What follows belongs to an exercise in optimizing a design on an open flow for small area, a short achievable clock period and few clock cycles per item; a production flow would make more cautious choices. Only simulation tests tie the RTL to the original design; equivalence was not proved. Power figures rest on the tool's default switching activity, not on a simulated workload.

==> flow/design.v (excerpt) <==
module bin2bcd(bin, en, clk, reset, bcd_out, rdy);
	input [11:0] bin;
	input clk;
	input en;
	output [15:0] bcd_out;
	output rdy;
	input reset;
	reg [14:0] mid;     
	reg result_rdy;
	wire [12:0] front_o;
	wire [14:0] back_o;
	front u_front(.v(bin[11:2]), .o(front_o));
	always @(posedge clk)
		mid <= {front_o, bin[1:0]};
	always @(posedge clk or posedge reset) begin
		if (reset) result_rdy <= 1'b0;
		else result_rdy <= en;
	end
	back u_back(.m(mid[14:2]), .l(mid[1:0]), .o(back_o));
	assign bcd_out = {1'b0, back_o};
	assign rdy = result_rdy;
endmodule
For scale: about 210 cells after synthesis, ~16 flip-flops, roughly 32 I/O pins.
==> flow/config.mk <==
export PLATFORM = sky130hd
export DESIGN_NAME = bin2bcd
export DESIGN_NICKNAME = bin2bcd
export VERILOG_FILES = /design/flow/design.v
export SDC_FILE = /design/flow/constraint.sdc
export NUM_CORES = 4
export LEC_CHECK = 0
export ABC_AREA = 1
export CAP_MARGIN = 20
export CORE_AREA = 2.3 2.72 63.7 63.28
export DIE_AREA = 0 0 66 66
export PLACE_DENSITY = 0.6
export SLEW_MARGIN = 20
==> flow/constraint.sdc <==
create_clock -name core_clock -period 5.0 [get_ports {clk}]
set_input_delay 1.0000 -clock core_clock [delete_from_list [all_inputs] [get_ports {clk}]]
set_output_delay 1.0000 -clock core_clock [all_outputs]
set_load 0.01 [all_outputs]
standard.sh (not shown) runs the stock make flow with config.mk's settings and CLKGATE_MAP_FILE= SYNTH_SCRIPT=/design/flow/synth_recipe.tcl, a recipe that flattens the netlist after the stock synthesis.
==> flow/flow/run.sh <==
#!/bin/bash
# Standard layout, but with the smallest buffer on every port instead of
# the delay buffer that buffer_ports picks by default.
set -euo pipefail
export BUFFER_PORTS_ARGS="-buffer_cell sky130_fd_sc_hd__buf_1"
export CTS_ARGS="-sink_clustering_enable -repair_clock_nets -buf_list sky130_fd_sc_hd__clkbuf_4 -root_buf sky130_fd_sc_hd__clkbuf_4 -sink_clustering_size 50 -sink_clustering_max_diameter 500"
bash standard.sh > standard.log 2>&1
The baseline completed without violations.
Testbench counts at the start, summed over its fixed seeds: cycles 2,056, items 2,048.
Change:
==> flow/flow/run.sh (replaced) <==
#!/bin/bash
# Standard layout, but with the smallest buffer on every port instead of
# the delay buffer that buffer_ports picks by default.
set -euo pipefail
export BUFFER_PORTS_ARGS="-buffer_cell sky130_fd_sc_hd__buf_1"
export CTS_ARGS="-sink_clustering_enable -repair_clock_nets -dont_use_dummy_load -buf_list sky130_fd_sc_hd__clkbuf_4 -root_buf sky130_fd_sc_hd__clkbuf_4"
bash standard.sh > standard.log 2>&1
Settings changed: SETUP_SLACK_MARGIN set to 2.3.
Result:
- wire length rises by a quarter to a third
- setup slack is better by 0.085 ns
- non-clock buffer count rises by 24
- count of clock-buffer cells in the layout falls by 1
- sequential share of layout area falls by 4.6 points
- sequential power rises by a few percent
- utilization rises by 12 points
- global-route usage rises by 2.1 points

---

## v47
bin2bcd again, from the RTL that the note above started with.
==> flow/config.mk <==
export PLATFORM = sky130hd
export DESIGN_NAME = bin2bcd
export DESIGN_NICKNAME = bin2bcd
export VERILOG_FILES = /design/flow/design.v
export SDC_FILE = /design/flow/constraint.sdc
export NUM_CORES = 4
export LEC_CHECK = 0
export ABC_AREA = 1
export CAP_MARGIN = 20
export CORE_AREA = 2.3 2.72 63.7 63.28
export DIE_AREA = 0 0 66 66
export PLACE_DENSITY = 0.6
export SLEW_MARGIN = 20
==> flow/constraint.sdc <==
create_clock -name core_clock -period 5.0 [get_ports {clk}]
set_input_delay 1.0000 -clock core_clock [delete_from_list [all_inputs] [get_ports {clk}]]
set_output_delay 1.0000 -clock core_clock [all_outputs]
set_load 0.01 [all_outputs]
==> flow/flow/run.sh <==
#!/bin/bash
# Standard layout, but with the smallest buffer on every port instead of
# the delay buffer that buffer_ports picks by default.
set -euo pipefail
export BUFFER_PORTS_ARGS="-buffer_cell sky130_fd_sc_hd__buf_1"
export CTS_ARGS="-sink_clustering_enable -repair_clock_nets -dont_use_dummy_load -buf_list sky130_fd_sc_hd__clkbuf_4 -root_buf sky130_fd_sc_hd__clkbuf_4"
bash standard.sh > standard.log 2>&1
Testbench counts of v47, summed over its fixed seeds: cycles 2,056, items 2,048.
For v4, these inputs were changed with respect to v47:
Settings: putting SETUP_SLACK_MARGIN at 2.15 where nothing was set.
--- outcome ---
- Between v4 and v47, setup slack is higher for v4, v47 comes in under that.
- [v4] area growth from synthesis to layout rose 25 points relative to v47
- v4 against v47: design area rose 22%; final critical delay including setup and external delays fell 56 ps; final critical-path share of the clock period fell 1.1 points.
- | met1 capacity usage during global routing | v4 vs v47 | 0.52 points higher |
## Diff of input files: v59 against v4
Settings: removing SETUP_SLACK_MARGIN (formerly 2.15); changing PLACE_DENSITY from 0.6 to 0.85.
Notes after the runs:
- v59: full flow OK, the timing, DRC and antenna checks passed
- v4 ran to completion and came out clean on the timing, DRC and antenna checks.
- Against v4, via count in v59 fell by a few percent.
- First-pass GRT wire length: v59 vs v4 down 69 microns
- Between v4 and v59, number of logic stages on the critical path including buffering decreased.
- Between v4 and v59, the worst slack at placement is higher for v59.
- Count of buffering cells on the critical path with inverters included was higher in v4 than in v59.
- v59 — number of fill cells about 10% higher, v4 as reference
- In the reports for v4 and v59, the smaller met2 global-route usage belongs to v4.
- From v4 to v59 the numbers moved as follows: post-route minimum period now larger; final instance area fell 330 sq um; first-iteration DRC count decreased by 31% relative to the old numbers; placed wire-length estimate rose by 2.2%.
--- input diff v59..v39 ---
Settings: PLACE_DENSITY: 0.85 -> 0.6.
diff --git a/flow/flow/run.sh b/flow/flow/run.sh
--- a/flow/flow/run.sh
+++ b/flow/flow/run.sh
@@ -6 +6 @@
-export CTS_ARGS="-sink_clustering_enable -repair_clock_nets -dont_use_dummy_load -buf_list sky130_fd_sc_hd__clkbuf_4 -root_buf sky130_fd_sc_hd__clkbuf_4"
+export CTS_ARGS="-repair_clock_nets -buf_list sky130_fd_sc_hd__clkbuf_4 -root_buf sky130_fd_sc_hd__clkbuf_4"
--- outcome ---
Total number of tap cells came out exactly the same in v39 and v59. Looking at first-pass GRT wire length across both flows, v39 is the stronger of the two, with v59 trailing. Re setup TNS: no difference whatsoever between v39 and v59.
Changes in v32 relative to v39:
Settings: setting CTS_BUF_LIST to sky130_fd_sc_hd__clkbuf_8 for the first time; setting CTS_CLUSTER_SIZE to 30 for the first time; setting CTS_CLUSTER_DIAMETER to 100 for the first time.
diff --git a/flow/flow/run.sh b/flow/flow/run.sh
--- a/flow/flow/run.sh
+++ b/flow/flow/run.sh
@@ -6 +5,0 @@
-export CTS_ARGS="-repair_clock_nets -buf_list sky130_fd_sc_hd__clkbuf_4 -root_buf sky130_fd_sc_hd__clkbuf_4"
==> run summary <==
In v32, the required time of the worst setup path came out 1140 ps above the value in v39. Lower share of final layout cell area taken by clock buffers and inverters among v32 and v39: v39. Going from v39 to v32, sequential standard cell area closely matched the old numbers; fraction of the cycle the final worst path needs picked up an extra 0.20 points; global-route wire length before repair higher. | post-route worst setup slack | v32 vs v39 | worse |. The estimated power of v32 ends up higher than the estimate for v39.
### v32 -> v53
Settings: removing CTS_CLUSTER_SIZE (formerly 30); changing PLACE_DENSITY from 0.6 to 0.4; removing CTS_BUF_LIST (formerly sky130_fd_sc_hd__clkbuf_8); removing CTS_CLUSTER_DIAMETER (formerly 100).
diff --git a/flow/flow/run.sh b/flow/flow/run.sh
--- a/flow/flow/run.sh
+++ b/flow/flow/run.sh
@@ -5,0 +6 @@
+export CTS_ARGS="-sink_clustering_enable -repair_clock_nets -dont_use_dummy_load -buf_list sky130_fd_sc_hd__clkbuf_4 -root_buf sky130_fd_sc_hd__clkbuf_4"
Results
Result for v53 and v32: all clean. On v53: routed wire length is about 4% higher than what v32 gave. v32 -> v53: routed wire length on met3 increased by more than a quarter. Peak ir drop on the vdd network ended up 26% lower on v53 than on v32. Between v53 and v32, the non-clock buffering overhead in the final layout figures differ only marginally. Total length of routed met2 wires in v53 vs v32: up 8.2%. Between v32 and v53, met3 track utilization from global routing increased. The run showing the smaller maximum frequency is v53.

==> static timing again, ports no longer ideal <==
Ports are ideal in the flow. The routed layouts listed here were re-timed in OpenROAD. Step 1, drivers: a clkbuf_16 drives clk and a buf_2 each remaining input, both assumed. Step 2 moves the port delays by t, midway between the first and last clock arrival at a register: inputs arrive t later, outputs are due t later. That takes back most of the time a late clock gives input paths. Three values: no drivers, after step 1, after step 2; two values: the first two.
run	shift t [ns]	setup slack, ns	worst hold slack (ns)	clock arrival spread, ns
the first run of note 1	0.288	2.040 / 2.019 / 1.767	0.514 / 0.513 / 0.801	0.007 / 0.008
the second run of note 1	0.289	2.125 / 2.075 / 1.786	0.517 / 0.516 / 0.805	0.001 / 0.001
v47	0.286	2.039 / 2.018 / 1.769	0.520 / 0.519 / 0.805	0.002 / 0.003
v4	0.287	2.094 / 2.051 / 1.764	0.520 / 0.519 / 0.806	0.001 / 0.002
v59	0.285	2.005 / 1.988 / 1.802	0.529 / 0.531 / 0.817	0.006 / 0.005
v39	0.288	2.040 / 2.019 / 1.767	0.514 / 0.513 / 0.801	0.007 / 0.008
v32	0.263	2.029 / 2.027 / 1.764	0.548 / 0.548 / 0.811	0.005 / 0.004
v53	0.289	2.005 / 1.983 / 1.770	0.516 / 0.514 / 0.804	0.013 / 0.013
After both steps every run listed still meets setup and hold. The setup slack of the second run of note 1, which loses most, moves by -0.050 ns with the drivers and by -0.339 ns with both steps.
